Background: an optimization exercise with open tools, aiming at small area and a short achievable clock period. Do not read the settings as production practice. No functional check of the RTL was part of any run shown here.

### design.v
module mm_fa (input a, input b, input c, output s, output co);
assign s  = a ^ b ^ c;
assign co = (a & b) | (c & (a ^ b));
endmodule
module mm_ha (input a, input b, output s, output co);
assign s  = a ^ b;
assign co = a & b;
endmodule
module montgomery_multiply (
    input           clk,
    input   [11:0]  a0,
    input   [11:0]  b0,
    output  [11:0]  r
);
reg [22:0] px1;
reg [21:0] py1;
reg [23:0] p2r;
reg [12:0] qhn3;
reg [12:0] pl3;
reg [12:0] r4;
wire w1;
wire w2;
wire w3;
wire w4;
wire w5;
wire w6;
wire w7;
wire w8;
wire w9;
wire w10;
wire w11;
wire w12;
wire w13;
wire w14;
wire w15;
wire w16;
wire w17;
wire w18;
wire w19;
wire w20;
wire w21;
wire w22;
wire w23;
wire w24;
wire w25;
wire w26;
wire w27;
wire w28;
wire w29;
wire w30;
wire w31;
wire w32;
wire w33;
wire w34;
wire w35;
wire w36;
wire w37;
wire w38;
wire w39;
wire w40;
wire w41;
wire w42;
wire w43;
wire w44;
wire w45;
wire w46;
wire w47;
wire w48;
wire w49;
wire w50;
wire w51;
wire w52;
wire w53;
wire w54;
wire w55;
wire w56;
wire w57;
wire w58;
wire w59;
wire w60;
wire w61;
wire w62;
wire w63;
wire w64;
wire w65;
wire w66;
wire w67;
wire w68;
wire w69;
wire w70;
wire w71;
wire w72;
wire w73;
wire w74;
wire w75;
wire w76;
wire w77;
wire w78;
wire w79;
wire w80;
wire w81;
wire w82;
wire w83;
wire w84;
wire w85;
wire w86;
wire w87;
wire w88;
wire w89;
wire w90;
wire w91;
wire w92;
wire w93;
wire w94;
wire w95;
wire w96;
wire w97;
wire w98;
wire w99;
wire w100;
wire w101;
wire w102;
wire w103;
wire w104;
wire w105;
wire w106;
wire w107;
wire w108;
wire w109;
wire w110;
wire w111;
wire w112;
wire w113;
wire w114;
wire w115;
wire w116;
wire w117;
wire w118;
wire w119;
wire w120;
wire w121;
wire w122;
wire w123;
wire w124;
wire w125;
wire w126;
wire w127;
wire w128;
wire w129;
wire w130;
wire w131;
wire w132;
wire w133;
wire w134;
wire w135;
wire w136;
wire w137;
wire w138;
wire w139;
wire w140;
wire w141;
wire w142;
wire w143;
wire w144;
wire w145;
wire w146;
wire w147;
wire w148;
wire w149;
wire w150;
wire w151;
wire w152;
wire w153;
wire w154;
wire w155;
wire w156;
wire w157;
wire w158;
wire w159;
wire w160;
wire w161;
wire w162;
wire w163;
wire w164;
wire w165;
wire w166;
wire w167;
wire w168;
wire w169;
wire w170;
wire w171;
wire w172;
wire w173;
wire w174;
wire w175;
wire w176;
wire w177;
wire w178;
wire w179;
wire w180;
wire w181;
wire w182;
wire w183;
wire w184;
wire w185;
wire w186;
wire w187;
wire w188;
wire w189;
wire w190;
wire w191;
wire w192;
wire w193;
wire w194;
wire w195;
wire w196;
wire w197;
wire w198;
wire w199;
wire w200;
wire w201;
wire w202;
wire w203;
wire w204;
wire w205;
wire w206;
wire w207;
wire w208;
wire w209;
wire w210;
wire w211;
wire w212;
wire w213;
wire w214;
wire w215;
wire w216;
wire w217;
wire w218;
wire w219;
wire w220;
wire w221;
wire w222;
wire w223;
wire w224;
wire w225;
wire w226;
wire w227;
wire w228;
wire w229;
wire w230;
wire w231;
wire w232;
wire w233;
wire w234;
wire w235;
wire w236;
wire w237;
wire w238;
wire w239;
wire w240;
wire w241;
wire w242;
wire w243;
wire w244;
wire w245;
wire w246;
wire w247;
wire w248;
wire w249;
wire w250;
wire w251;
wire w252;
wire w253;
wire w254;
wire w255;
wire w256;
wire w257;
wire w258;
wire w259;
wire w260;
wire w261;
wire w262;
wire w263;
wire w264;
wire w265;
wire w266;
wire w267;
wire w268;
wire w269;
wire w270;
wire w271;
wire w272;
wire w273;
wire w274;
wire w275;
wire w276;
wire w277;
wire w278;
wire w279;
wire w280;
wire w281;
wire w282;
wire w283;
wire w284;
wire w285;
wire w286;
wire w287;
wire w288;
wire w289;
wire w290;
wire w291;
wire w292;
wire w293;
wire w294;
wire w295;
wire w296;
wire w297;
wire w298;
wire w299;
wire w300;
wire w301;
wire w302;
wire w303;
wire w304;
wire w305;
wire w306;
wire w307;
wire w308;
wire w309;
wire w310;
wire w311;
wire w312;
wire w313;
wire w314;
wire w315;
wire w316;
wire w317;
wire w318;
wire w319;
wire w320;
wire w321;
wire w322;
wire w323;
wire w324;
wire w325;
wire w326;
wire w327;
wire w328;
wire w329;
wire w330;
wire w331;
wire w332;
wire w333;
wire w334;
wire w335;
wire w336;
wire w337;
wire w338;
wire w339;
wire w340;
wire w341;
wire w342;
wire w343;
wire w344;
wire w345;
wire w346;
wire w347;
wire w348;
wire w349;
wire w350;
wire w351;
wire w352;
wire w353;
wire w354;
wire w355;
wire w356;
wire w357;
wire w358;
wire w359;
wire w360;
wire w361;
wire w362;
wire w363;
wire w364;
wire w365;
wire w366;
wire w367;
wire w368;
wire w369;
wire w370;
wire w371;
wire w372;
wire w373;
wire w374;
wire w375;
wire w376;
wire w377;
wire w378;
wire w379;
wire w380;
wire w381;
wire w382;
wire w383;
wire w384;
wire w385;
wire w386;
wire w387;
wire w388;
wire w389;
wire w390;
wire w391;
wire w392;
wire w393;
wire w394;
wire w395;
wire w396;
wire w397;
wire w398;
wire w399;
wire w400;
wire w401;
wire w402;
wire w403;
wire w404;
wire w405;
wire w406;
wire w407;
wire w408;
wire w409;
wire w410;
wire w411;
wire w412;
wire w413;
wire w414;
wire w415;
wire w416;
wire w417;
wire w418;
wire w419;
wire w420;
wire w421;
wire w422;
wire w423;
wire w424;
wire w425;
wire w426;
wire w427;
wire w428;
wire w429;
wire w430;
wire w431;
wire w432;
wire w433;
wire w434;
wire w435;
wire w436;
wire w437;
wire w438;
wire w439;
wire w440;
wire w441;
wire w442;
wire w443;
wire w444;
wire w445;
wire w446;
wire w447;
wire w448;
wire w449;
wire w450;
wire w451;
wire w452;
wire w453;
wire w454;
wire w455;
wire w456;
wire w457;
wire w458;
wire w459;
wire w460;
wire w461;
wire w462;
wire w463;
wire w464;
wire w465;
wire w466;
wire w467;
wire w468;
wire w469;
wire w470;
wire w471;
wire w472;
wire w473;
wire w474;
wire w475;
wire w476;
wire w477;
wire w478;
wire w479;
wire w480;
wire w481;
wire w482;
wire w483;
wire w484;
wire w485;
wire w486;
wire w487;
wire w488;
wire w489;
wire w490;
wire w491;
wire w492;
wire w493;
wire w494;
wire w495;
wire w496;
wire w497;
wire w498;
wire w499;
wire w500;
wire w501;
wire w502;
wire w503;
wire w504;
wire w505;
wire w506;
wire w507;
wire w508;
wire w509;
wire w510;
wire w511;
wire w512;
wire w513;
wire w514;
wire w515;
wire w516;
wire w517;
wire w518;
wire w519;
wire w520;
wire w521;
wire w522;
wire w523;
wire w524;
wire w525;
wire w526;
wire w527;
wire w528;
wire w529;
wire w530;
wire w531;
wire w532;
wire w533;
wire w534;
wire w535;
wire w536;
wire w537;
wire w538;
wire w539;
wire w540;
wire w541;
wire w542;
wire w543;
wire w544;
wire w545;
wire w546;
wire w547;
wire w548;
wire w549;
wire w550;
wire w551;
wire w552;
wire w553;
wire w554;
wire w555;
wire w556;
wire w557;
wire w558;
wire w559;
wire w560;
wire w561;
wire w562;
wire w563;
wire w564;
wire w565;
wire w566;
wire w567;
wire w568;
wire w569;
wire w570;
wire w571;
wire w572;
wire w573;
wire w574;
wire w575;
wire w576;
wire w577;
wire w578;
wire w579;
wire w580;
wire w581;
wire w582;
wire w583;
wire w584;
wire w585;
wire w586;
wire w587;
wire w588;
wire w589;
wire w590;
wire w591;
wire w592;
wire w593;
wire w594;
wire w595;
wire w596;
wire w597;
wire w598;
wire w599;
wire w600;
wire w601;
wire w602;
wire w603;
wire w604;
wire w605;
wire w606;
wire w607;
wire w608;
wire w609;
wire w610;
wire w611;
wire w612;
wire w613;
wire w614;
wire w615;
wire w616;
wire w617;
wire w618;
wire w619;
wire w620;
wire w621;
wire w622;
wire w623;
wire w624;
wire w625;
wire w626;
wire w627;
wire w628;
wire w629;
wire w630;
wire w631;
wire w632;
wire w633;
wire w634;
wire w635;
wire w636;
wire w637;
wire w638;
wire w639;
wire w640;
wire w641;
wire w642;
wire w643;
wire w644;
wire w645;
wire w646;
wire w647;
wire w648;
wire w649;
wire w650;
wire w651;
wire w652;
wire w653;
wire w654;
wire w655;
wire w656;
wire w657;
wire w658;
wire w659;
wire w660;
wire w661;
wire w662;
wire w663;
wire w664;
wire w665;
wire w666;
wire w667;
wire w668;
wire w669;
wire w670;
wire w671;
wire w672;
wire w673;
wire w674;
wire w675;
wire w676;
wire w677;
wire w678;
wire w679;
wire w680;
wire w681;
wire w682;
wire w683;
wire w684;
wire w685;
wire w686;
wire w687;
wire w688;
wire w689;
wire w690;
wire w691;
wire w692;
wire w693;
wire w694;
wire w695;
wire w696;
wire w697;
wire w698;
wire w699;
wire w700;
wire w701;
wire w702;
wire w703;
wire w704;
wire w705;
wire w706;
wire w707;
wire w708;
wire w709;
wire w710;
wire w711;
wire w712;
wire w713;
wire w714;
wire w715;
wire w716;
wire w717;
wire w718;
wire w719;
wire w720;
wire w721;
wire w722;
wire w723;
wire w724;
wire w725;
wire w726;
wire w727;
wire w728;
wire w729;
wire w730;
wire w731;
wire w732;
wire w733;
wire w734;
wire w735;
wire w736;
wire w737;
wire w738;
wire w739;
wire w740;
wire w741;
wire w742;
wire w743;
wire w744;
wire w745;
wire w746;
wire w747;
wire w748;
wire w749;
wire w750;
wire w751;
wire w752;
wire w753;
wire w754;
wire w755;
wire w756;
wire w757;
wire w758;
wire w759;
wire w760;
wire w761;
wire w762;
wire w763;
wire w764;
wire w765;
wire w766;
wire w767;
wire w768;
wire w769;
wire w770;
wire w771;
wire w772;
wire w773;
wire w774;
wire w775;
wire w776;
wire w777;
wire w778;
wire w779;
wire w780;
wire w781;
wire w782;
wire w783;
wire w784;
wire w785;
wire w786;
wire w787;
wire w788;
wire w789;
wire w790;
wire w791;
wire w792;
wire w793;
wire w794;
wire w795;
wire w796;
wire w797;
wire w798;
wire w799;
wire w800;
wire w801;
wire w802;
wire w803;
wire w804;
wire w805;
wire w806;
wire w807;
wire w808;
wire w809;
wire w810;
wire w811;
wire w812;
wire w813;
wire w814;
wire w815;
wire w816;
wire w817;
wire w818;
wire w819;
wire w820;
wire w821;
wire w822;
wire w823;
wire w824;
wire w825;
wire w826;
wire w827;
wire w828;
assign w1 = ~(a0[0] & b0[0]);
assign w2 = ~(a0[0] & b0[1]);
assign w3 = ~(a0[0] & b0[2]);
assign w4 = ~(a0[0] & b0[3]);
assign w5 = ~(a0[0] & b0[4]);
assign w6 = ~(a0[0] & b0[5]);
assign w7 = ~(a0[0] & b0[6]);
assign w8 = ~(a0[0] & b0[7]);
assign w9 = ~(a0[0] & b0[8]);
assign w10 = ~(a0[0] & b0[9]);
assign w11 = ~(a0[0] & b0[10]);
assign w12 = ~(a0[0] & b0[11]);
assign w13 = ~(a0[1] & b0[0]);
assign w14 = ~(a0[1] & b0[1]);
assign w15 = ~(a0[1] & b0[2]);
assign w16 = ~(a0[1] & b0[3]);
assign w17 = ~(a0[1] & b0[4]);
assign w18 = ~(a0[1] & b0[5]);
assign w19 = ~(a0[1] & b0[6]);
assign w20 = ~(a0[1] & b0[7]);
assign w21 = ~(a0[1] & b0[8]);
assign w22 = ~(a0[1] & b0[9]);
assign w23 = ~(a0[1] & b0[10]);
assign w24 = ~(a0[1] & b0[11]);
assign w25 = ~(a0[2] & b0[0]);
assign w26 = ~(a0[2] & b0[1]);
assign w27 = ~(a0[2] & b0[2]);
assign w28 = ~(a0[2] & b0[3]);
assign w29 = ~(a0[2] & b0[4]);
assign w30 = ~(a0[2] & b0[5]);
assign w31 = ~(a0[2] & b0[6]);
assign w32 = ~(a0[2] & b0[7]);
assign w33 = ~(a0[2] & b0[8]);
assign w34 = ~(a0[2] & b0[9]);
assign w35 = ~(a0[2] & b0[10]);
assign w36 = ~(a0[2] & b0[11]);
assign w37 = ~(a0[3] & b0[0]);
assign w38 = ~(a0[3] & b0[1]);
assign w39 = ~(a0[3] & b0[2]);
assign w40 = ~(a0[3] & b0[3]);
assign w41 = ~(a0[3] & b0[4]);
assign w42 = ~(a0[3] & b0[5]);
assign w43 = ~(a0[3] & b0[6]);
assign w44 = ~(a0[3] & b0[7]);
assign w45 = ~(a0[3] & b0[8]);
assign w46 = ~(a0[3] & b0[9]);
assign w47 = ~(a0[3] & b0[10]);
assign w48 = ~(a0[3] & b0[11]);
assign w49 = ~(a0[4] & b0[0]);
assign w50 = ~(a0[4] & b0[1]);
assign w51 = ~(a0[4] & b0[2]);
assign w52 = ~(a0[4] & b0[3]);
assign w53 = ~(a0[4] & b0[4]);
assign w54 = ~(a0[4] & b0[5]);
assign w55 = ~(a0[4] & b0[6]);
assign w56 = ~(a0[4] & b0[7]);
assign w57 = ~(a0[4] & b0[8]);
assign w58 = ~(a0[4] & b0[9]);
assign w59 = ~(a0[4] & b0[10]);
assign w60 = ~(a0[4] & b0[11]);
assign w61 = ~(a0[5] & b0[0]);
assign w62 = ~(a0[5] & b0[1]);
assign w63 = ~(a0[5] & b0[2]);
assign w64 = ~(a0[5] & b0[3]);
assign w65 = ~(a0[5] & b0[4]);
assign w66 = ~(a0[5] & b0[5]);
assign w67 = ~(a0[5] & b0[6]);
assign w68 = ~(a0[5] & b0[7]);
assign w69 = ~(a0[5] & b0[8]);
assign w70 = ~(a0[5] & b0[9]);
assign w71 = ~(a0[5] & b0[10]);
assign w72 = ~(a0[5] & b0[11]);
assign w73 = ~(a0[6] & b0[0]);
assign w74 = ~(a0[6] & b0[1]);
assign w75 = ~(a0[6] & b0[2]);
assign w76 = ~(a0[6] & b0[3]);
assign w77 = ~(a0[6] & b0[4]);
assign w78 = ~(a0[6] & b0[5]);
assign w79 = ~(a0[6] & b0[6]);
assign w80 = ~(a0[6] & b0[7]);
assign w81 = ~(a0[6] & b0[8]);
assign w82 = ~(a0[6] & b0[9]);
assign w83 = ~(a0[6] & b0[10]);
assign w84 = ~(a0[6] & b0[11]);
assign w85 = ~(a0[7] & b0[0]);
assign w86 = ~(a0[7] & b0[1]);
assign w87 = ~(a0[7] & b0[2]);
assign w88 = ~(a0[7] & b0[3]);
assign w89 = ~(a0[7] & b0[4]);
assign w90 = ~(a0[7] & b0[5]);
assign w91 = ~(a0[7] & b0[6]);
assign w92 = ~(a0[7] & b0[7]);
assign w93 = ~(a0[7] & b0[8]);
assign w94 = ~(a0[7] & b0[9]);
assign w95 = ~(a0[7] & b0[10]);
assign w96 = ~(a0[7] & b0[11]);
assign w97 = ~(a0[8] & b0[0]);
assign w98 = ~(a0[8] & b0[1]);
assign w99 = ~(a0[8] & b0[2]);
assign w100 = ~(a0[8] & b0[3]);
assign w101 = ~(a0[8] & b0[4]);
assign w102 = ~(a0[8] & b0[5]);
assign w103 = ~(a0[8] & b0[6]);
assign w104 = ~(a0[8] & b0[7]);
assign w105 = ~(a0[8] & b0[8]);
assign w106 = ~(a0[8] & b0[9]);
assign w107 = ~(a0[8] & b0[10]);
assign w108 = ~(a0[8] & b0[11]);
assign w109 = ~(a0[9] & b0[0]);
assign w110 = ~(a0[9] & b0[1]);
assign w111 = ~(a0[9] & b0[2]);
assign w112 = ~(a0[9] & b0[3]);
assign w113 = ~(a0[9] & b0[4]);
assign w114 = ~(a0[9] & b0[5]);
assign w115 = ~(a0[9] & b0[6]);
assign w116 = ~(a0[9] & b0[7]);
assign w117 = ~(a0[9] & b0[8]);
assign w118 = ~(a0[9] & b0[9]);
assign w119 = ~(a0[9] & b0[10]);
assign w120 = ~(a0[9] & b0[11]);
assign w121 = ~(a0[10] & b0[0]);
assign w122 = ~(a0[10] & b0[1]);
assign w123 = ~(a0[10] & b0[2]);
assign w124 = ~(a0[10] & b0[3]);
assign w125 = ~(a0[10] & b0[4]);
assign w126 = ~(a0[10] & b0[5]);
assign w127 = ~(a0[10] & b0[6]);
assign w128 = ~(a0[10] & b0[7]);
assign w129 = ~(a0[10] & b0[8]);
assign w130 = ~(a0[10] & b0[9]);
assign w131 = ~(a0[10] & b0[10]);
assign w132 = ~(a0[10] & b0[11]);
assign w133 = ~(a0[11] & b0[0]);
assign w134 = ~(a0[11] & b0[1]);
assign w135 = ~(a0[11] & b0[2]);
assign w136 = ~(a0[11] & b0[3]);
assign w137 = ~(a0[11] & b0[4]);
assign w138 = ~(a0[11] & b0[5]);
assign w139 = ~(a0[11] & b0[6]);
assign w140 = ~(a0[11] & b0[7]);
assign w141 = ~(a0[11] & b0[8]);
assign w142 = ~(a0[11] & b0[9]);
assign w143 = ~(a0[11] & b0[10]);
assign w144 = ~(a0[11] & b0[11]);
mm_fa u_w145 (.a(w10), .b(w21), .c(1'b1), .s(w145), .co(w146));
mm_fa u_w147 (.a(w11), .b(w22), .c(w33), .s(w147), .co(w148));
mm_fa u_w149 (.a(w44), .b(w55), .c(1'b1), .s(w149), .co(w150));
mm_fa u_w151 (.a(w12), .b(w23), .c(w34), .s(w151), .co(w152));
mm_fa u_w153 (.a(w45), .b(w56), .c(w67), .s(w153), .co(w154));
mm_fa u_w155 (.a(w78), .b(w89), .c(1'b1), .s(w155), .co(w156));
mm_fa u_w157 (.a(w24), .b(w35), .c(w46), .s(w157), .co(w158));
mm_fa u_w159 (.a(w57), .b(w68), .c(w79), .s(w159), .co(w160));
mm_fa u_w161 (.a(w90), .b(w101), .c(1'b1), .s(w161), .co(w162));
mm_fa u_w163 (.a(w36), .b(w47), .c(w58), .s(w163), .co(w164));
mm_fa u_w165 (.a(w69), .b(w80), .c(w91), .s(w165), .co(w166));
mm_fa u_w167 (.a(w48), .b(w59), .c(w70), .s(w167), .co(w168));
mm_fa u_w169 (.a(w7), .b(w18), .c(1'b1), .s(w169), .co(w170));
mm_fa u_w171 (.a(w8), .b(w19), .c(w30), .s(w171), .co(w172));
mm_fa u_w173 (.a(w41), .b(w52), .c(1'b1), .s(w173), .co(w174));
mm_fa u_w175 (.a(w9), .b(w20), .c(w31), .s(w175), .co(w176));
mm_fa u_w177 (.a(w42), .b(w53), .c(w64), .s(w177), .co(w178));
mm_fa u_w179 (.a(w75), .b(w86), .c(1'b1), .s(w179), .co(w180));
mm_fa u_w181 (.a(w32), .b(w43), .c(w54), .s(w181), .co(w182));
mm_fa u_w183 (.a(w65), .b(w76), .c(w87), .s(w183), .co(w184));
mm_fa u_w185 (.a(w98), .b(w109), .c(w145), .s(w185), .co(w186));
mm_fa u_w187 (.a(w66), .b(w77), .c(w88), .s(w187), .co(w188));
mm_fa u_w189 (.a(w99), .b(w110), .c(w121), .s(w189), .co(w190));
mm_fa u_w191 (.a(w146), .b(w147), .c(w149), .s(w191), .co(w192));
mm_fa u_w193 (.a(w100), .b(w111), .c(w122), .s(w193), .co(w194));
mm_fa u_w195 (.a(w133), .b(w148), .c(w150), .s(w195), .co(w196));
mm_fa u_w197 (.a(w151), .b(w153), .c(w155), .s(w197), .co(w198));
mm_fa u_w199 (.a(w112), .b(w123), .c(w134), .s(w199), .co(w200));
mm_fa u_w201 (.a(w152), .b(w154), .c(w156), .s(w201), .co(w202));
mm_fa u_w203 (.a(w157), .b(w159), .c(w161), .s(w203), .co(w204));
mm_fa u_w205 (.a(w102), .b(w113), .c(w124), .s(w205), .co(w206));
mm_fa u_w207 (.a(w135), .b(w158), .c(w160), .s(w207), .co(w208));
mm_fa u_w209 (.a(w162), .b(w163), .c(w165), .s(w209), .co(w210));
mm_fa u_w211 (.a(w81), .b(w92), .c(w103), .s(w211), .co(w212));
mm_fa u_w213 (.a(w114), .b(w125), .c(w136), .s(w213), .co(w214));
mm_fa u_w215 (.a(w164), .b(w166), .c(w167), .s(w215), .co(w216));
mm_fa u_w217 (.a(w60), .b(w71), .c(w82), .s(w217), .co(w218));
mm_fa u_w219 (.a(w93), .b(w104), .c(w115), .s(w219), .co(w220));
mm_fa u_w221 (.a(w126), .b(w137), .c(w168), .s(w221), .co(w222));
mm_fa u_w223 (.a(w72), .b(w83), .c(w94), .s(w223), .co(w224));
mm_fa u_w225 (.a(w105), .b(w116), .c(w127), .s(w225), .co(w226));
mm_fa u_w227 (.a(w84), .b(w95), .c(w106), .s(w227), .co(w228));
mm_fa u_w229 (.a(w5), .b(w16), .c(1'b1), .s(w229), .co(w230));
mm_fa u_w231 (.a(w6), .b(w17), .c(w28), .s(w231), .co(w232));
mm_fa u_w233 (.a(w39), .b(w50), .c(1'b1), .s(w233), .co(w234));
mm_fa u_w235 (.a(w29), .b(w40), .c(w51), .s(w235), .co(w236));
mm_fa u_w237 (.a(w62), .b(w73), .c(w169), .s(w237), .co(w238));
mm_fa u_w239 (.a(w63), .b(w74), .c(w85), .s(w239), .co(w240));
mm_fa u_w241 (.a(w170), .b(w171), .c(w173), .s(w241), .co(w242));
mm_fa u_w243 (.a(w97), .b(w172), .c(w174), .s(w243), .co(w244));
mm_fa u_w245 (.a(w175), .b(w177), .c(w179), .s(w245), .co(w246));
mm_fa u_w247 (.a(w176), .b(w178), .c(w180), .s(w247), .co(w248));
mm_fa u_w249 (.a(w181), .b(w183), .c(w185), .s(w249), .co(w250));
mm_fa u_w251 (.a(w182), .b(w184), .c(w186), .s(w251), .co(w252));
mm_fa u_w253 (.a(w187), .b(w189), .c(w191), .s(w253), .co(w254));
mm_fa u_w255 (.a(w188), .b(w190), .c(w192), .s(w255), .co(w256));
mm_fa u_w257 (.a(w193), .b(w195), .c(w197), .s(w257), .co(w258));
mm_fa u_w259 (.a(w194), .b(w196), .c(w198), .s(w259), .co(w260));
mm_fa u_w261 (.a(w199), .b(w201), .c(w203), .s(w261), .co(w262));
mm_fa u_w263 (.a(w200), .b(w202), .c(w204), .s(w263), .co(w264));
mm_fa u_w265 (.a(w205), .b(w207), .c(w209), .s(w265), .co(w266));
mm_fa u_w267 (.a(w206), .b(w208), .c(w210), .s(w267), .co(w268));
mm_fa u_w269 (.a(w211), .b(w213), .c(w215), .s(w269), .co(w270));
mm_fa u_w271 (.a(w212), .b(w214), .c(w216), .s(w271), .co(w272));
mm_fa u_w273 (.a(w217), .b(w219), .c(w221), .s(w273), .co(w274));
mm_fa u_w275 (.a(w138), .b(w218), .c(w220), .s(w275), .co(w276));
mm_fa u_w277 (.a(w222), .b(w223), .c(w225), .s(w277), .co(w278));
mm_fa u_w279 (.a(w117), .b(w128), .c(w139), .s(w279), .co(w280));
mm_fa u_w281 (.a(w224), .b(w226), .c(w227), .s(w281), .co(w282));
mm_fa u_w283 (.a(w96), .b(w107), .c(w118), .s(w283), .co(w284));
mm_fa u_w285 (.a(w129), .b(w140), .c(w228), .s(w285), .co(w286));
mm_fa u_w287 (.a(w108), .b(w119), .c(w130), .s(w287), .co(w288));
mm_fa u_w289 (.a(w4), .b(w15), .c(1'b1), .s(w289), .co(w290));
mm_fa u_w291 (.a(w27), .b(w38), .c(w49), .s(w291), .co(w292));
mm_fa u_w293 (.a(w61), .b(w230), .c(w231), .s(w293), .co(w294));
mm_fa u_w295 (.a(w232), .b(w234), .c(w235), .s(w295), .co(w296));
mm_fa u_w297 (.a(w236), .b(w238), .c(w239), .s(w297), .co(w298));
mm_fa u_w299 (.a(w240), .b(w242), .c(w243), .s(w299), .co(w300));
mm_fa u_w301 (.a(w244), .b(w246), .c(w247), .s(w301), .co(w302));
mm_fa u_w303 (.a(w248), .b(w250), .c(w251), .s(w303), .co(w304));
mm_fa u_w305 (.a(w252), .b(w254), .c(w255), .s(w305), .co(w306));
mm_fa u_w307 (.a(w256), .b(w258), .c(w259), .s(w307), .co(w308));
mm_fa u_w309 (.a(w260), .b(w262), .c(w263), .s(w309), .co(w310));
mm_fa u_w311 (.a(w264), .b(w266), .c(w267), .s(w311), .co(w312));
mm_fa u_w313 (.a(w268), .b(w270), .c(w271), .s(w313), .co(w314));
mm_fa u_w315 (.a(w272), .b(w274), .c(w275), .s(w315), .co(w316));
mm_fa u_w317 (.a(w276), .b(w278), .c(w279), .s(w317), .co(w318));
mm_fa u_w319 (.a(w280), .b(w282), .c(w283), .s(w319), .co(w320));
mm_fa u_w321 (.a(w141), .b(w284), .c(w286), .s(w321), .co(w322));
mm_fa u_w323 (.a(w120), .b(w131), .c(w142), .s(w323), .co(w324));
mm_fa u_w325 (.a(w3), .b(w14), .c(1'b1), .s(w325), .co(w326));
mm_fa u_w327 (.a(w26), .b(w37), .c(w289), .s(w327), .co(w328));
mm_fa u_w329 (.a(w229), .b(w290), .c(w291), .s(w329), .co(w330));
mm_fa u_w331 (.a(w233), .b(w292), .c(w293), .s(w331), .co(w332));
mm_fa u_w333 (.a(w237), .b(w294), .c(w295), .s(w333), .co(w334));
mm_fa u_w335 (.a(w241), .b(w296), .c(w297), .s(w335), .co(w336));
mm_fa u_w337 (.a(w245), .b(w298), .c(w299), .s(w337), .co(w338));
mm_fa u_w339 (.a(w249), .b(w300), .c(w301), .s(w339), .co(w340));
mm_fa u_w341 (.a(w253), .b(w302), .c(w303), .s(w341), .co(w342));
mm_fa u_w343 (.a(w257), .b(w304), .c(w305), .s(w343), .co(w344));
mm_fa u_w345 (.a(w261), .b(w306), .c(w307), .s(w345), .co(w346));
mm_fa u_w347 (.a(w265), .b(w308), .c(w309), .s(w347), .co(w348));
mm_fa u_w349 (.a(w269), .b(w310), .c(w311), .s(w349), .co(w350));
mm_fa u_w351 (.a(w273), .b(w312), .c(w313), .s(w351), .co(w352));
mm_fa u_w353 (.a(w277), .b(w314), .c(w315), .s(w353), .co(w354));
mm_fa u_w355 (.a(w281), .b(w316), .c(w317), .s(w355), .co(w356));
mm_fa u_w357 (.a(w285), .b(w318), .c(w319), .s(w357), .co(w358));
mm_fa u_w359 (.a(w287), .b(w320), .c(w321), .s(w359), .co(w360));
mm_fa u_w361 (.a(w288), .b(w322), .c(w323), .s(w361), .co(w362));
mm_fa u_w363 (.a(w132), .b(w143), .c(w324), .s(w363), .co(w364));
assign w365 = px1[0] & 1'b1;
assign w366 = px1[0] ^ 1'b1;
assign w367 = px1[1] & py1[0];
assign w368 = px1[1] ^ py1[0];
assign w369 = px1[2] & py1[1];
assign w370 = px1[2] ^ py1[1];
assign w371 = px1[3] & py1[2];
assign w372 = px1[3] ^ py1[2];
assign w373 = px1[4] & py1[3];
assign w374 = px1[4] ^ py1[3];
assign w375 = px1[5] & py1[4];
assign w376 = px1[5] ^ py1[4];
assign w377 = px1[6] & py1[5];
assign w378 = px1[6] ^ py1[5];
assign w379 = px1[7] & py1[6];
assign w380 = px1[7] ^ py1[6];
assign w381 = px1[8] & py1[7];
assign w382 = px1[8] ^ py1[7];
assign w383 = px1[9] & py1[8];
assign w384 = px1[9] ^ py1[8];
assign w385 = px1[10] & py1[9];
assign w386 = px1[10] ^ py1[9];
assign w387 = px1[11] & py1[10];
assign w388 = px1[11] ^ py1[10];
assign w389 = px1[12] & py1[11];
assign w390 = px1[12] ^ py1[11];
assign w391 = px1[13] & py1[12];
assign w392 = px1[13] ^ py1[12];
assign w393 = px1[14] & py1[13];
assign w394 = px1[14] ^ py1[13];
assign w395 = px1[15] & py1[14];
assign w396 = px1[15] ^ py1[14];
assign w397 = px1[16] & py1[15];
assign w398 = px1[16] ^ py1[15];
assign w399 = px1[17] & py1[16];
assign w400 = px1[17] ^ py1[16];
assign w401 = px1[18] & py1[17];
assign w402 = px1[18] ^ py1[17];
assign w403 = px1[19] & py1[18];
assign w404 = px1[19] ^ py1[18];
assign w405 = px1[20] & py1[19];
assign w406 = px1[20] ^ py1[19];
assign w407 = px1[21] & py1[20];
assign w408 = px1[21] ^ py1[20];
assign w409 = px1[22] & py1[21];
assign w410 = px1[22] ^ py1[21];
assign w411 = 1'b1 & 1'b1;
assign w412 = 1'b1 ^ 1'b1;
assign w413 = w365 | (w366 & 1'b1);
assign w414 = w367 | (w368 & w413);
assign w415 = w368 & w366;
assign w416 = w371 | (w372 & w369);
assign w417 = w372 & w370;
assign w418 = w375 | (w376 & w373);
assign w419 = w376 & w374;
assign w420 = w379 | (w380 & w377);
assign w421 = w380 & w378;
assign w422 = w383 | (w384 & w381);
assign w423 = w384 & w382;
assign w424 = w387 | (w388 & w385);
assign w425 = w388 & w386;
assign w426 = w391 | (w392 & w389);
assign w427 = w392 & w390;
assign w428 = w395 | (w396 & w393);
assign w429 = w396 & w394;
assign w430 = w399 | (w400 & w397);
assign w431 = w400 & w398;
assign w432 = w403 | (w404 & w401);
assign w433 = w404 & w402;
assign w434 = w407 | (w408 & w405);
assign w435 = w408 & w406;
assign w436 = w411 | (w412 & w409);
assign w437 = w412 & w410;
assign w438 = w369 | (w370 & w414);
assign w439 = w370 & w415;
assign w440 = w416 | (w417 & w414);
assign w441 = w417 & w415;
assign w442 = w377 | (w378 & w418);
assign w443 = w378 & w419;
assign w444 = w420 | (w421 & w418);
assign w445 = w421 & w419;
assign w446 = w385 | (w386 & w422);
assign w447 = w386 & w423;
assign w448 = w424 | (w425 & w422);
assign w449 = w425 & w423;
assign w450 = w393 | (w394 & w426);
assign w451 = w394 & w427;
assign w452 = w428 | (w429 & w426);
assign w453 = w429 & w427;
assign w454 = w401 | (w402 & w430);
assign w455 = w402 & w431;
assign w456 = w432 | (w433 & w430);
assign w457 = w433 & w431;
assign w458 = w409 | (w410 & w434);
assign w459 = w410 & w435;
assign w460 = w436 | (w437 & w434);
assign w461 = w437 & w435;
assign w462 = w373 | (w374 & w440);
assign w463 = w374 & w441;
assign w464 = w418 | (w419 & w440);
assign w465 = w419 & w441;
assign w466 = w442 | (w443 & w440);
assign w467 = w443 & w441;
assign w468 = w444 | (w445 & w440);
assign w469 = w445 & w441;
assign w470 = w389 | (w390 & w448);
assign w471 = w390 & w449;
assign w472 = w426 | (w427 & w448);
assign w473 = w427 & w449;
assign w474 = w450 | (w451 & w448);
assign w475 = w451 & w449;
assign w476 = w452 | (w453 & w448);
assign w477 = w453 & w449;
assign w478 = w405 | (w406 & w456);
assign w479 = w406 & w457;
assign w480 = w434 | (w435 & w456);
assign w481 = w435 & w457;
assign w482 = w458 | (w459 & w456);
assign w483 = w459 & w457;
assign w484 = w460 | (w461 & w456);
assign w485 = w461 & w457;
assign w486 = w381 | (w382 & w468);
assign w487 = w382 & w469;
assign w488 = w422 | (w423 & w468);
assign w489 = w423 & w469;
assign w490 = w446 | (w447 & w468);
assign w491 = w447 & w469;
assign w492 = w448 | (w449 & w468);
assign w493 = w449 & w469;
assign w494 = w470 | (w471 & w468);
assign w495 = w471 & w469;
assign w496 = w472 | (w473 & w468);
assign w497 = w473 & w469;
assign w498 = w474 | (w475 & w468);
assign w499 = w475 & w469;
assign w500 = w476 | (w477 & w468);
assign w501 = w477 & w469;
assign w502 = w397 | (w398 & w500);
assign w503 = w398 & w501;
assign w504 = w430 | (w431 & w500);
assign w505 = w431 & w501;
assign w506 = w454 | (w455 & w500);
assign w507 = w455 & w501;
assign w508 = w456 | (w457 & w500);
assign w509 = w457 & w501;
assign w510 = w478 | (w479 & w500);
assign w511 = w479 & w501;
assign w512 = w480 | (w481 & w500);
assign w513 = w481 & w501;
assign w514 = w482 | (w483 & w500);
assign w515 = w483 & w501;
assign w516 = w484 | (w485 & w500);
assign w517 = w485 & w501;
assign w518 = w366 ^ 1'b1;
assign w519 = w368 ^ w413;
assign w520 = w370 ^ w414;
assign w521 = w372 ^ w438;
assign w522 = w374 ^ w440;
assign w523 = w376 ^ w462;
assign w524 = w378 ^ w464;
assign w525 = w380 ^ w466;
assign w526 = w382 ^ w468;
assign w527 = w384 ^ w486;
assign w528 = w386 ^ w488;
assign w529 = w388 ^ w490;
assign w530 = w390 ^ w492;
assign w531 = w392 ^ w494;
assign w532 = w394 ^ w496;
assign w533 = w396 ^ w498;
assign w534 = w398 ^ w500;
assign w535 = w400 ^ w502;
assign w536 = w402 ^ w504;
assign w537 = w404 ^ w506;
assign w538 = w406 ^ w508;
assign w539 = w408 ^ w510;
assign w540 = w410 ^ w512;
assign w541 = w412 ^ w514;
mm_ha u_w542 (.a(p2r[12]), .b(p2r[14]), .s(w542), .co(w543));
mm_ha u_w544 (.a(p2r[13]), .b(p2r[15]), .s(w544), .co(w545));
mm_ha u_w546 (.a(p2r[14]), .b(p2r[16]), .s(w546), .co(w547));
mm_ha u_w548 (.a(p2r[15]), .b(p2r[17]), .s(w548), .co(w549));
mm_ha u_w550 (.a(p2r[10]), .b(p2r[12]), .s(w550), .co(w551));
mm_fa u_w552 (.a(p2r[13]), .b(~p2r[17]), .c(~p2r[19]), .s(w552), .co(w553));
mm_fa u_w554 (.a(~p2r[18]), .b(~p2r[20]), .c(p2r[11]), .s(w554), .co(w555));
mm_fa u_w556 (.a(~p2r[19]), .b(~p2r[21]), .c(w543), .s(w556), .co(w557));
mm_fa u_w558 (.a(~p2r[20]), .b(~p2r[22]), .c(w545), .s(w558), .co(w559));
mm_fa u_w560 (.a(~p2r[21]), .b(~p2r[23]), .c(w547), .s(w560), .co(w561));
mm_fa u_w562 (.a(p2r[18]), .b(~p2r[22]), .c(~p2r[16]), .s(w562), .co(w563));
mm_fa u_w564 (.a(p2r[19]), .b(~p2r[23]), .c(p2r[16]), .s(w564), .co(w565));
mm_ha u_w566 (.a(p2r[18]), .b(p2r[20]), .s(w566), .co(w567));
mm_ha u_w568 (.a(p2r[11]), .b(~p2r[15]), .s(w568), .co(w569));
mm_fa u_w570 (.a(~p2r[16]), .b(~p2r[18]), .c(w550), .s(w570), .co(w571));
mm_fa u_w572 (.a(~p2r[11]), .b(w551), .c(w552), .s(w572), .co(w573));
mm_fa u_w574 (.a(w542), .b(w553), .c(w554), .s(w574), .co(w575));
mm_fa u_w576 (.a(w544), .b(w555), .c(w556), .s(w576), .co(w577));
mm_fa u_w578 (.a(w546), .b(w557), .c(w558), .s(w578), .co(w579));
mm_fa u_w580 (.a(w548), .b(w559), .c(w560), .s(w580), .co(w581));
mm_fa u_w582 (.a(w549), .b(w561), .c(w562), .s(w582), .co(w583));
mm_fa u_w584 (.a(~p2r[17]), .b(w563), .c(w564), .s(w584), .co(w585));
mm_fa u_w586 (.a(p2r[17]), .b(w565), .c(w566), .s(w586), .co(w587));
mm_fa u_w588 (.a(p2r[21]), .b(~p2r[19]), .c(w567), .s(w588), .co(w589));
mm_fa u_w590 (.a(p2r[22]), .b(p2r[19]), .c(~p2r[20]), .s(w590), .co(w591));
mm_fa u_w592 (.a(p2r[23]), .b(p2r[20]), .c(~p2r[21]), .s(w592), .co(w593));
mm_ha u_w594 (.a(p2r[21]), .b(~p2r[22]), .s(w594), .co(w595));
mm_ha u_w596 (.a(p2r[22]), .b(~p2r[23]), .s(w596), .co(w597));
assign w598 = ~p2r[17] & w568;
assign w599 = ~p2r[17] ^ w568;
assign w600 = w569 & w570;
assign w601 = w569 ^ w570;
assign w602 = w571 & w572;
assign w603 = w571 ^ w572;
assign w604 = w573 & w574;
assign w605 = w573 ^ w574;
assign w606 = w575 & w576;
assign w607 = w575 ^ w576;
assign w608 = w577 & w578;
assign w609 = w577 ^ w578;
assign w610 = w579 & w580;
assign w611 = w579 ^ w580;
assign w612 = w581 & w582;
assign w613 = w581 ^ w582;
assign w614 = w583 & w584;
assign w615 = w583 ^ w584;
assign w616 = w585 & w586;
assign w617 = w585 ^ w586;
assign w618 = w587 & w588;
assign w619 = w587 ^ w588;
assign w620 = w589 & w590;
assign w621 = w589 ^ w590;
assign w622 = w591 & w592;
assign w623 = w591 ^ w592;
assign w624 = w593 & w594;
assign w625 = w593 ^ w594;
assign w626 = w595 & w596;
assign w627 = w595 ^ w596;
assign w628 = ~p2r[23] & w597;
assign w629 = ~p2r[23] ^ w597;
assign w630 = w600 | (w601 & w598);
assign w631 = w601 & w599;
assign w632 = w604 | (w605 & w602);
assign w633 = w605 & w603;
assign w634 = w608 | (w609 & w606);
assign w635 = w609 & w607;
assign w636 = w612 | (w613 & w610);
assign w637 = w613 & w611;
assign w638 = w616 | (w617 & w614);
assign w639 = w617 & w615;
assign w640 = w620 | (w621 & w618);
assign w641 = w621 & w619;
assign w642 = w624 | (w625 & w622);
assign w643 = w625 & w623;
assign w644 = w628 | (w629 & w626);
assign w645 = w629 & w627;
assign w646 = w602 | (w603 & w630);
assign w647 = w603 & w631;
assign w648 = w632 | (w633 & w630);
assign w649 = w633 & w631;
assign w650 = w610 | (w611 & w634);
assign w651 = w611 & w635;
assign w652 = w636 | (w637 & w634);
assign w653 = w637 & w635;
assign w654 = w618 | (w619 & w638);
assign w655 = w619 & w639;
assign w656 = w640 | (w641 & w638);
assign w657 = w641 & w639;
assign w658 = w626 | (w627 & w642);
assign w659 = w627 & w643;
assign w660 = w644 | (w645 & w642);
assign w661 = w645 & w643;
assign w662 = w606 | (w607 & w648);
assign w663 = w607 & w649;
assign w664 = w634 | (w635 & w648);
assign w665 = w635 & w649;
assign w666 = w650 | (w651 & w648);
assign w667 = w651 & w649;
assign w668 = w652 | (w653 & w648);
assign w669 = w653 & w649;
assign w670 = w622 | (w623 & w656);
assign w671 = w623 & w657;
assign w672 = w642 | (w643 & w656);
assign w673 = w643 & w657;
assign w674 = w658 | (w659 & w656);
assign w675 = w659 & w657;
assign w676 = w660 | (w661 & w656);
assign w677 = w661 & w657;
assign w678 = w614 | (w615 & w668);
assign w679 = w615 & w669;
assign w680 = w638 | (w639 & w668);
assign w681 = w639 & w669;
assign w682 = w654 | (w655 & w668);
assign w683 = w655 & w669;
assign w684 = w656 | (w657 & w668);
assign w685 = w657 & w669;
assign w686 = w670 | (w671 & w668);
assign w687 = w671 & w669;
assign w688 = w672 | (w673 & w668);
assign w689 = w673 & w669;
assign w690 = w674 | (w675 & w668);
assign w691 = w675 & w669;
assign w692 = w676 | (w677 & w668);
assign w693 = w677 & w669;
assign w694 = w601 ^ w598;
assign w695 = w603 ^ w630;
assign w696 = w605 ^ w646;
assign w697 = w607 ^ w648;
assign w698 = w609 ^ w662;
assign w699 = w611 ^ w664;
assign w700 = w613 ^ w666;
assign w701 = w615 ^ w668;
assign w702 = w617 ^ w678;
assign w703 = w619 ^ w680;
assign w704 = w621 ^ w682;
assign w705 = w623 ^ w684;
assign w706 = w625 ^ w686;
assign w707 = w627 ^ w688;
assign w708 = w629 ^ w690;
mm_fa u_w709 (.a(qhn3[11]), .b(qhn3[3]), .c(qhn3[1]), .s(w709), .co(w710));
mm_fa u_w711 (.a(pl3[12]), .b(qhn3[12]), .c(qhn3[4]), .s(w711), .co(w712));
mm_ha u_w713 (.a(qhn3[2]), .b(qhn3[1]), .s(w713), .co(w714));
mm_ha u_w715 (.a(pl3[9]), .b(qhn3[9]), .s(w715), .co(w716));
mm_fa u_w717 (.a(qhn3[10]), .b(qhn3[2]), .c(qhn3[0]), .s(w717), .co(w718));
mm_fa u_w719 (.a(qhn3[0]), .b(pl3[10]), .c(~pl3[11]), .s(w719), .co(w720));
mm_fa u_w721 (.a(pl3[11]), .b(w710), .c(w711), .s(w721), .co(w722));
mm_ha u_w723 (.a(pl3[1]), .b(qhn3[1]), .s(w723), .co(w724));
mm_ha u_w725 (.a(pl3[2]), .b(qhn3[2]), .s(w725), .co(w726));
mm_ha u_w727 (.a(pl3[3]), .b(qhn3[3]), .s(w727), .co(w728));
mm_ha u_w729 (.a(pl3[4]), .b(qhn3[4]), .s(w729), .co(w730));
mm_ha u_w731 (.a(pl3[5]), .b(qhn3[5]), .s(w731), .co(w732));
mm_ha u_w733 (.a(pl3[6]), .b(qhn3[6]), .s(w733), .co(w734));
mm_ha u_w735 (.a(pl3[7]), .b(qhn3[7]), .s(w735), .co(w736));
mm_fa u_w737 (.a(qhn3[8]), .b(qhn3[0]), .c(~pl3[8]), .s(w737), .co(w738));
mm_fa u_w739 (.a(qhn3[1]), .b(pl3[8]), .c(w715), .s(w739), .co(w740));
mm_fa u_w741 (.a(~pl3[10]), .b(w716), .c(w717), .s(w741), .co(w742));
mm_fa u_w743 (.a(w709), .b(w718), .c(w719), .s(w743), .co(w744));
mm_fa u_w745 (.a(w713), .b(w720), .c(w721), .s(w745), .co(w746));
assign w747 = qhn3[0] & ~pl3[0];
assign w748 = qhn3[0] ^ ~pl3[0];
assign w749 = pl3[0] & w723;
assign w750 = pl3[0] ^ w723;
assign w751 = w724 & w725;
assign w752 = w724 ^ w725;
assign w753 = w726 & w727;
assign w754 = w726 ^ w727;
assign w755 = w728 & w729;
assign w756 = w728 ^ w729;
assign w757 = w730 & w731;
assign w758 = w730 ^ w731;
assign w759 = w732 & w733;
assign w760 = w732 ^ w733;
assign w761 = w734 & w735;
assign w762 = w734 ^ w735;
assign w763 = w736 & w737;
assign w764 = w736 ^ w737;
assign w765 = w738 & w739;
assign w766 = w738 ^ w739;
assign w767 = w740 & w741;
assign w768 = w740 ^ w741;
assign w769 = w742 & w743;
assign w770 = w742 ^ w743;
assign w771 = w744 & w745;
assign w772 = w744 ^ w745;
assign w773 = w749 | (w750 & w747);
assign w774 = w750 & w748;
assign w775 = w753 | (w754 & w751);
assign w776 = w754 & w752;
assign w777 = w757 | (w758 & w755);
assign w778 = w758 & w756;
assign w779 = w761 | (w762 & w759);
assign w780 = w762 & w760;
assign w781 = w765 | (w766 & w763);
assign w782 = w766 & w764;
assign w783 = w769 | (w770 & w767);
assign w784 = w770 & w768;
assign w785 = w751 | (w752 & w773);
assign w786 = w752 & w774;
assign w787 = w775 | (w776 & w773);
assign w788 = w776 & w774;
assign w789 = w759 | (w760 & w777);
assign w790 = w760 & w778;
assign w791 = w779 | (w780 & w777);
assign w792 = w780 & w778;
assign w793 = w767 | (w768 & w781);
assign w794 = w768 & w782;
assign w795 = w783 | (w784 & w781);
assign w796 = w784 & w782;
assign w797 = w755 | (w756 & w787);
assign w798 = w756 & w788;
assign w799 = w777 | (w778 & w787);
assign w800 = w778 & w788;
assign w801 = w789 | (w790 & w787);
assign w802 = w790 & w788;
assign w803 = w791 | (w792 & w787);
assign w804 = w792 & w788;
assign w805 = w771 | (w772 & w795);
assign w806 = w772 & w796;
assign w807 = w763 | (w764 & w803);
assign w808 = w764 & w804;
assign w809 = w781 | (w782 & w803);
assign w810 = w782 & w804;
assign w811 = w793 | (w794 & w803);
assign w812 = w794 & w804;
assign w813 = w795 | (w796 & w803);
assign w814 = w796 & w804;
assign w815 = w805 | (w806 & w803);
assign w816 = w806 & w804;
assign w817 = w750 ^ w747;
assign w818 = w752 ^ w773;
assign w819 = w754 ^ w785;
assign w820 = w756 ^ w787;
assign w821 = w758 ^ w797;
assign w822 = w760 ^ w799;
assign w823 = w762 ^ w801;
assign w824 = w764 ^ w803;
assign w825 = w766 ^ w807;
assign w826 = w768 ^ w809;
assign w827 = w770 ^ w811;
assign w828 = w772 ^ w813;
always @(posedge clk) begin
    px1[0] <= w1;
    px1[1] <= w2;
    px1[2] <= w25;
    px1[3] <= w326;
    px1[4] <= w328;
    px1[5] <= w330;
    px1[6] <= w332;
    px1[7] <= w334;
    px1[8] <= w336;
    px1[9] <= w338;
    px1[10] <= w340;
    px1[11] <= w342;
    px1[12] <= w344;
    px1[13] <= w346;
    px1[14] <= w348;
    px1[15] <= w350;
    px1[16] <= w352;
    px1[17] <= w354;
    px1[18] <= w356;
    px1[19] <= w358;
    px1[20] <= w360;
    px1[21] <= w362;
    px1[22] <= w144;
    py1[0] <= w13;
    py1[1] <= w325;
    py1[2] <= w327;
    py1[3] <= w329;
    py1[4] <= w331;
    py1[5] <= w333;
    py1[6] <= w335;
    py1[7] <= w337;
    py1[8] <= w339;
    py1[9] <= w341;
    py1[10] <= w343;
    py1[11] <= w345;
    py1[12] <= w347;
    py1[13] <= w349;
    py1[14] <= w351;
    py1[15] <= w353;
    py1[16] <= w355;
    py1[17] <= w357;
    py1[18] <= w359;
    py1[19] <= w361;
    py1[20] <= w363;
    py1[21] <= w364;
    p2r[0] <= ~w518;
    p2r[1] <= ~w519;
    p2r[2] <= ~w520;
    p2r[3] <= ~w521;
    p2r[4] <= ~w522;
    p2r[5] <= ~w523;
    p2r[6] <= ~w524;
    p2r[7] <= ~w525;
    p2r[8] <= ~w526;
    p2r[9] <= ~w527;
    p2r[10] <= ~w528;
    p2r[11] <= ~w529;
    p2r[12] <= ~w530;
    p2r[13] <= ~w531;
    p2r[14] <= ~w532;
    p2r[15] <= ~w533;
    p2r[16] <= ~w534;
    p2r[17] <= ~w535;
    p2r[18] <= ~w536;
    p2r[19] <= ~w537;
    p2r[20] <= ~w538;
    p2r[21] <= ~w539;
    p2r[22] <= ~w540;
    p2r[23] <= ~w541;
    qhn3[0] <= ~w696;
    qhn3[1] <= ~w697;
    qhn3[2] <= ~w698;
    qhn3[3] <= ~w699;
    qhn3[4] <= ~w700;
    qhn3[5] <= ~w701;
    qhn3[6] <= ~w702;
    qhn3[7] <= ~w703;
    qhn3[8] <= ~w704;
    qhn3[9] <= ~w705;
    qhn3[10] <= ~w706;
    qhn3[11] <= ~w707;
    qhn3[12] <= ~w708;
    pl3[0] <= p2r[0];
    pl3[1] <= p2r[1];
    pl3[2] <= p2r[2];
    pl3[3] <= p2r[3];
    pl3[4] <= p2r[4];
    pl3[5] <= p2r[5];
    pl3[6] <= p2r[6];
    pl3[7] <= p2r[7];
    pl3[8] <= p2r[8];
    pl3[9] <= p2r[9];
    pl3[10] <= p2r[10];
    pl3[11] <= p2r[11];
    pl3[12] <= p2r[12];
    r4[0] <= w748;
    r4[1] <= w817;
    r4[2] <= w818;
    r4[3] <= w819;
    r4[4] <= w820;
    r4[5] <= w821;
    r4[6] <= w822;
    r4[7] <= w823;
    r4[8] <= w824;
    r4[9] <= w825;
    r4[10] <= w826;
    r4[11] <= w827;
    r4[12] <= w828;
end
assign r = r4[12] ? r4[11:0] + 12'd3329 : r4[11:0];
endmodule
module montgomery_top (
    input           clk     ,
    input           rst_n   ,
    input           en      ,
    input   [11:0]  a       ,
    input   [11:0]  b       ,
    output          busy    ,
    output          done    ,
    output  [11:0]  r
);
reg [4:0] vld;
always @(posedge clk) begin
    if (!rst_n) vld <= 5'd0;
    else        vld <= {vld[3:0], en};
end
assign done = vld[4];
assign busy = en | done;
reg [11:0] a0, b0;
always @(posedge clk) begin
    a0 <= a;
    b0 <= b;
end
montgomery_multiply u_mm (.clk(clk), .a0(a0), .b0(b0), .r(r));
endmodule
### run.sh
#!/bin/bash
# synth_recipe.tcl (not shown) runs the flow's synth.tcl, then flattens the netlist and writes it again
# the make line also repeats each setting of config.mk as NAME=value (left out here)
make -C /OpenROAD-flow-scripts/flow DESIGN_CONFIG=/design/flow/config.mk WORK_HOME=/design/flow/orfs CLKGATE_MAP_FILE= SYNTH_SCRIPT=/design/flow/synth_recipe.tcl finish
### config.mk
export PLATFORM = sky130hd
export DESIGN_NAME = montgomery_top
export DESIGN_NICKNAME = montgomery_top
export VERILOG_FILES = /design/flow/design.v
export SDC_FILE = /design/flow/constraint.sdc
export NUM_CORES = 4
export LEC_CHECK = 0
export ABC_CLOCK_PERIOD_IN_PS = 3500
export CAP_MARGIN = 20
export CORE_MARGIN = 2
export CORE_UTILIZATION = 80
export CTS_BUF_LIST = sky130_fd_sc_hd__clkbuf_8
export CTS_CLUSTER_SIZE = 40
export SETUP_SLACK_MARGIN = 4.4
export SLEW_MARGIN = 20
export SYNTH_HIERARCHICAL = 1
### constraint.sdc
create_clock -name core_clock -period 8.0 [get_ports {clk}]
set_input_delay 1.6000 -clock core_clock [delete_from_list [all_inputs] [get_ports {clk}]]
set_output_delay 1.6000 -clock core_clock [all_outputs]
set_load 0.01 [all_outputs]
==> impl_metrics.tcl, run 1 <==
set metrics [dict create \
    avgSynthCellArea_um2 11.4 \
    synthArstFlopShare_pct 0 \
    die_x_um 108 \
    grt_pass1_vias 7001 \
    outcome "finished clean" \
    grt_util_all_layers_pct 41.8 \
    cp_max_fo 2 \
    synth_compound_area_share_pct 5.31 \
    mostFrequentLayoutCell "nand2_1" \
    max_stage_delay_ns 0.21 \
    r2r_cells 6 \
    nets 1039 \
    ctsHoldBuffers 0 \
    placedCellCount 913 \
    synthAdderAreaFrac_pct 44.3 \
    cts_inserted_buffers 17 \
    ys_top_cells_by_area "fa_1, dfxtp_1, ha_1" \
    path_cells "clkbuf_2 > or2_1 > buf_2" \
    drive_gt1_share_pct 7.65 \
    clk_path_buf_depth 2 \
    drc 0 \
    area_delta_synth_final_pct 10.9 \
    worst_hold_path.num_cells 0 \
    synth_top_area_share_pct 34.7 \
    slew_viol_final 0 \
    clock_latency_ns 0.46 \
    path_class "input port to output port" \
    reg2reg_slack_ns 4.46 \
    diodes 0 \
    initialDrtViolationCount 539 \
    min-delay-start "u_mm.p2r[2]" \
    via_per_inst 6.55 \
    first_pass_iters 6 \
    antenna_found_initial 0 \
    instances_no_fill 946 \
    grt_setup_unrepaired "yes" \
    synth_xor_area_share_pct 4.48 \
    synth.mux.area_fraction_pct 0.131 \
    overflow 0 \
    hold_viol 0 \
    synth_flop_cell "dfxtp_1" \
    dp_hpwl_um 14600 \
    synth_enable_flop_cells 0 \
    fin_tns_setup_ns 0 \
    cp-end-kind "output port" \
    clkSlewWorstSetupHoldPaths_ns 0.07 \
    clockRootBuffer "clkbuf_8" \
    synth-simple-area-share_pct 11.0 \
    dieArea_um2 11600 \
    hp-class "register to register" \
    core_um2 10400 \
    period_share_pct 45.4 \
    io_pins 41 \
    fp-row-count 37 \
    fin_util_pct 92.1 \
    gp_congestion 0.870 \
    wl_per_cell_um 23.8 \
    ys_ff_latch 137 \
    tightest_slew_ns 0.640 \
    layout_common_cells "nand2_1, fa_1, dfxtp_1, ha_1, inv_1" \
    slew_headroom_pct 57.2 \
    grt_pass1_wl_um 35400 \
    grt_max_degree 17 \
    crit_family "buffers and inverters" \
    ant_nets 0 \
    critPathLaunchType "input port" \
    io_buffers 40 \
    num_vias 6195 \
    yosysSeqAreaShare_pct 31.9 \
    cp.required_ns 6.40 \
    netlist_instances 752 \
    skew_ns 0.0125 \
    holdPathEnd "u_mm.pl3[2]" \
    h-tree-depth 4 \
    period_needed_ns 3.63 \
    cts_num_sinks 137 \
    synth_top_area_cell "fa_1" \
    rr_startpoint "a0[4]" \
    syn_area_um2 8610 \
    ys_warn_count 8 \
    fp.dieH_um 108 \
    start_util_pct 83.0 \
    reg2reg_to "u_mm.py1[14]" \
    cp_slowest_cell "or2_1" \
    path_buf_inv 2 \
    max-cap-violations 0 \
    routed_wl_um 22500 \
    fmax_mhz 276 \
    fill_cells 351 \
    critPathArrivalTime_ns 2.03 \
    cts_tree "yes" \
    synth_top_family_by_area "adder cells" \
    synth_cell_types 45 \
    final-setup-viol-count 0 \
]
-- synth_stat cells (all sizes together) (6+ instances only) --
| cell type | n |
|---|---|
| xor2 | 16 |
| clkbuf | 25 |
| o21a | 6 |
| fa | 149 |
| xnor2 | 28 |
| nor2 | 17 |
| inv | 41 |
| nand2 | 162 |
| and2 | 7 |
| a21o | 10 |
| nand3 | 7 |
| nor3 | 6 |
| o21ai | 11 |
| a21oi | 17 |
| nor2b | 7 |
| ha | 66 |
| dfxtp | 137 |
-- Yosys stat by module, one instance, submodules excluded --
module,times used,area (um2)
montgomery_multiply,1,4980
mm_fa,139,20.0
montgomery_top,1,618
mm_ha,18,12.5
-- timing repair --
item | 4_1_cts | 5_1_grt
setup endpoints to repair | 9 | 10
gates resized for setup | 19 | 15
pin swaps | 0 | 4
buffers inserted | 0 | 1
-- cell families after synthesis --
family | count (synthesis)
simple gates | 224
flops | 137
fa+ha+maj | 215
other cells | 1
buf+inv | 66
mux | 1
xor+xnor | 44
compound gates | 64
-- per-stage QoR --
step | setup WS [ns] | hold slack (ns) | area, um2
floorplan | 4.57 | 0.310 | 8640
global placement | 3.71 | 0.311 | 9120
detailed placement | 3.71 | 0.312 | 9120
CTS | 4.23 | 0.330 | 9540
global route | 4.35 | 0.340 | 9550
finish | 4.37 | 0.329 | 9550
-- state kept, by name, indices dropped and copies added, names as in the netlist --
signal,flops
u_mm.p2r,24
u_mm.px1,23
u_mm.py1,22
u_mm.pl3,13
u_mm.qhn3,13
u_mm.r4,13
a0,12
b0,12
vld,5
-- worst max-delay path by stage --
stage,startpoint,endpoint,cells past startpoint,slack (ns)
3_3_place_gp,en,busy,3,3.71
5_1_grt,en,busy,3,4.35
6_report,en,busy,3,4.37
4_1_cts,en,busy,3,4.23
2_1_floorplan,en,busy,1,4.57
3_5_place_dp,en,busy,3,3.71
-- cell type report --
class	count	area [um2]	area share, %
inverters	41	154	1.61
well taps	136	170	1.78
repair buffers	41	387	4.05
clock buffers	18	248	2.59
clock inverters	14	169	1.77
multi-input cells	559	5670	59.4
flip-flops and latches	137	2750	28.8
-- metal layers --
layer / routed length (um) / vias to the layer above / global-route usage (%)
met3: 2220 / 202 / 11.6
met5: 0 / - / 0
met2: 11300 / 548 / 73.5
met1: 7160 / 2973 / 44.0
met4: 1850 / 0 / 26.6
li1: - / 2472 / -
==> run 2, diff against run 1 <==
==> flow/run.sh (new file) <==
#!/bin/bash
# Standard layout, with the port buffers made from the smallest plain buffer.
set -euo pipefail
bash standard.sh "BUFFER_PORTS_ARGS=-buffer_cell sky130_fd_sc_hd__buf_1" finish > standard_flow.log 2>&1
==> standard.sh (new file) <==
#!/bin/bash
# synth_recipe.tcl (not shown) runs the flow's synth.tcl, then flattens the netlist and writes it again
# the make line also repeats each setting of config.mk as NAME=value (left out here)
make -C /OpenROAD-flow-scripts/flow DESIGN_CONFIG=/design/flow/config.mk WORK_HOME=/design/flow/orfs CLKGATE_MAP_FILE= SYNTH_SCRIPT=/design/flow/synth_recipe.tcl "${@:-finish}"
--- a/config.mk
+++ b/config.mk
@@ -10,3 +10,3 @@
 export CORE_MARGIN = 2
-export CORE_UTILIZATION = 80
+export CORE_UTILIZATION = 65
 export CTS_BUF_LIST = sky130_fd_sc_hd__clkbuf_8
removed: run.sh
==> run 2 against run 1 <==
Against the previous run: routed wire length shrank 28%; via count fell by 14%; fmax rose by 0.45%; clock-buffer cell count decreased by 1; worst hold slack about the same; sequential share of layout area is 0.63 points higher; first-iteration DRC count fell by 62%; setup slack better by 0.016 ns; critical endpoint unchanged.
==> impl_metrics.tcl, run 2 <==
set metrics [dict create \
    outcome "finished clean" \
    nets 1039 \
    dieArea_um2 14200 \
    fmax_mhz 277 \
    synth_flop_cell "dfxtp_1" \
    hp-class "register to register" \
    ctsHoldBuffers 0 \
    synth_enable_flop_cells 0 \
    slew_headroom_pct 61.9 \
    clk_path_buf_depth 2 \
    cts_num_sinks 137 \
    period_needed_ns 3.61 \
    critPathLaunchType "input port" \
    largest_reg_flops 24 \
    overflow 0 \
    ant_nets 0 \
    first_pass_iters 4 \
    synth_top_area_share_pct 34.7 \
    gp_congestion 0.893 \
    cp-end-kind "output port" \
    core_um2 13100 \
    largest_register "u_mm.p2r" \
    start_util_pct 65.8 \
    final_area_um2 9310 \
    use_met3_pct 5.89 \
    dp_hpwl_um 12700 \
    synthArstFlopShare_pct 0 \
    fin_tns_setup_ns 0 \
    synth_cell_types 45 \
    die_x_um 119 \
    cp.required_ns 6.40 \
    final-setup-viol-count 0 \
    grtUsageMet2_pct 44.3 \
    clkSlewWorstSetupHoldPaths_ns 0.07 \
    placed_area_um2 8920 \
    fill_cells 962 \
    grt_util_all_layers_pct 25.1 \
    antenna_found_initial 0 \
    ys_warn_count 8 \
    skew_ns 0.0125 \
    clock_latency_ns 0.45 \
    yosys-top-cells-count "nand2_1, fa_1, dfxtp_1" \
    drive_gt1_share_pct 6.05 \
    initialDrtViolationCount 204 \
    diodes 0 \
    grt_pass1_vias 5891 \
    grt_pass1_wl_um 27400 \
    fin_hold_ws_ns 0.329 \
    grt_max_degree 17 \
    cts_inserted_buffers 17 \
    layout_common_cells "nand2_1, fa_1, dfxtp_1, ha_1, inv_1" \
    syn_area_um2 8610 \
    drc 0 \
    via_per_inst 5.37 \
    yosysSeqAreaShare_pct 31.9 \
    io_pins 41 \
    num_vias 5298 \
    mostFrequentLayoutCell "nand2_1" \
    grt_setup_unrepaired "yes" \
    ys_ff_latch 137 \
    tightest_slew_ns 0.571 \
    h-tree-depth 4 \
    path_class "input port to output port" \
    area_delta_synth_final_pct 8.17 \
    synth.most_common_cell "nand2_1" \
    grt_use_met1_pct 29.4 \
    routed_wl_um 16200 \
    cp_max_fo 2 \
    fin_util_pct 71.2 \
    clockRootBuffer "clkbuf_8" \
    slew_viol_final 0 \
    critPathArrivalTime_ns 2.01 \
    wl_per_cell_um 16.4 \
    busiest_layer "met2" \
    netlist_instances 752 \
    cts_tree "yes" \
    io_buffers 40 \
    hold_viol 0 \
    period_share_pct 45.2 \
    ys_top_cells_by_area "fa_1, dfxtp_1, ha_1" \
    fp.dieH_um 119 \
    synth_top_area_cell "fa_1" \
    avgSynthCellArea_um2 11.4 \
    top_regs "u_mm.p2r: 24 flops, u_mm.px1: 23 flops, u_mm.py1: 22 flops" \
    fp-row-count 42 \
    max-cap-violations 0 \
]
-- run 2: cells by family after synthesis --
logic type,synth area share [%]
other,0.0436
and+or+nand+nor,11.0
AOI/OAI and AO/OA,5.31
muxes,0.131
DFF,31.9
adders and majority gates,44.3
xor gates and xnor gates,4.48
buffers and inverters,2.88
-- run 2: repair_timing --
action	in CTS	in global routing
buffers inserted	0	1
resized for setup	0	8
setup endpoints to repair	0	4
-- run 2: routing by layer --
metal	vias to the layer above	routed length (um)
met5	-	0
met4	0	232
met3	25	1070
met2	185	8390
met1	2624	6480
li1	2464	-
-- run 2: worst paths after layout --
path,startpoint,endpoint,slack [ns],cells after the start
hold reg to reg,u_mm.p2r[3],u_mm.pl3[3],0.33,0
setup reg to reg,b0[5],u_mm.py1[11],4.63,6
setup / recovery,en,busy,4.39,3
hold / removal,u_mm.p2r[3],u_mm.pl3[3],0.33,0
-- run 2: per-stage QoR --
| step | instances | setup slack [ns] |
|---|---|---|
| 2_1_floorplan | 762 | 4.57 |
| 3_3_place_gp | 953 | 4.41 |
| 3_5_place_dp | 953 | 4.40 |
| 4_1_cts | 985 | 4.40 |
| 5_1_grt | 986 | 4.37 |
| 6_report | 986 | 4.39 |
-- run 2: area by class of cell --
| class | count | area [um2] | share of cell area (%) |
|---|---|---|---|
| clock buffer | 17 | 234 | 2.51 |
| sequential | 137 | 2740 | 29.5 |
| tap | 176 | 220 | 2.37 |
| multi-input combinational | 559 | 5660 | 60.8 |
| inverter | 41 | 154 | 1.65 |
| timing repair buffer | 41 | 168 | 1.80 |
| clock inverter | 15 | 131 | 1.41 |
-- run 2: worst max-delay path: stages --
cell	delay [ns]
buf_6	0.09
or2_1	0.19
buf_2	0.13
-- run 2: modules after synthesis, one instance, submodules excluded --
module               cell area, um2  copies in the design  flip-flops and latches
montgomery_top                  618                     1                      29
montgomery_multiply            4980                     1                     108
mm_ha                          12.5                    18                       0
mm_fa                          20.0                   139                       0

re-timing with driven ports:
In the flow no input, the clock included, has a driving cell. The finished layouts below were timed again as built, in two steps. Step 1 (the two cells are an assumption about what drives the block):
set clk [get_ports {clk}]
set_driving_cell -lib_cell sky130_fd_sc_hd__clkbuf_16 $clk
set_driving_cell -lib_cell sky130_fd_sc_hd__buf_2 [delete_from_list [all_inputs] $clk]
Step 2 moves the port delays by t, midway between the first and last clock arrival at a register: inputs arrive t later, outputs are due t later. That takes back most of the time a late clock gives input paths. Three values: ideal, step 1, step 2; two values: the first two.
run | t (ns) | setup slack, ns | worst hold slack (ns) | worst setup path at the end | worst register clock-pin slew, ns
run 1 | 0.485 | 4.371 / 4.342 / 4.342 | 0.329 / 0.329 / 0.329 | input to output | 0.08 / 0.08
run 2 | 0.477 | 4.387 / 4.356 / 4.356 | 0.329 / 0.329 / 0.329 | input to output | 0.08 / 0.08
After both steps setup and hold are still met in every run listed. The setup slack of run 2, which loses most, moves by -0.031 ns with the drivers and by -0.031 ns with both steps.
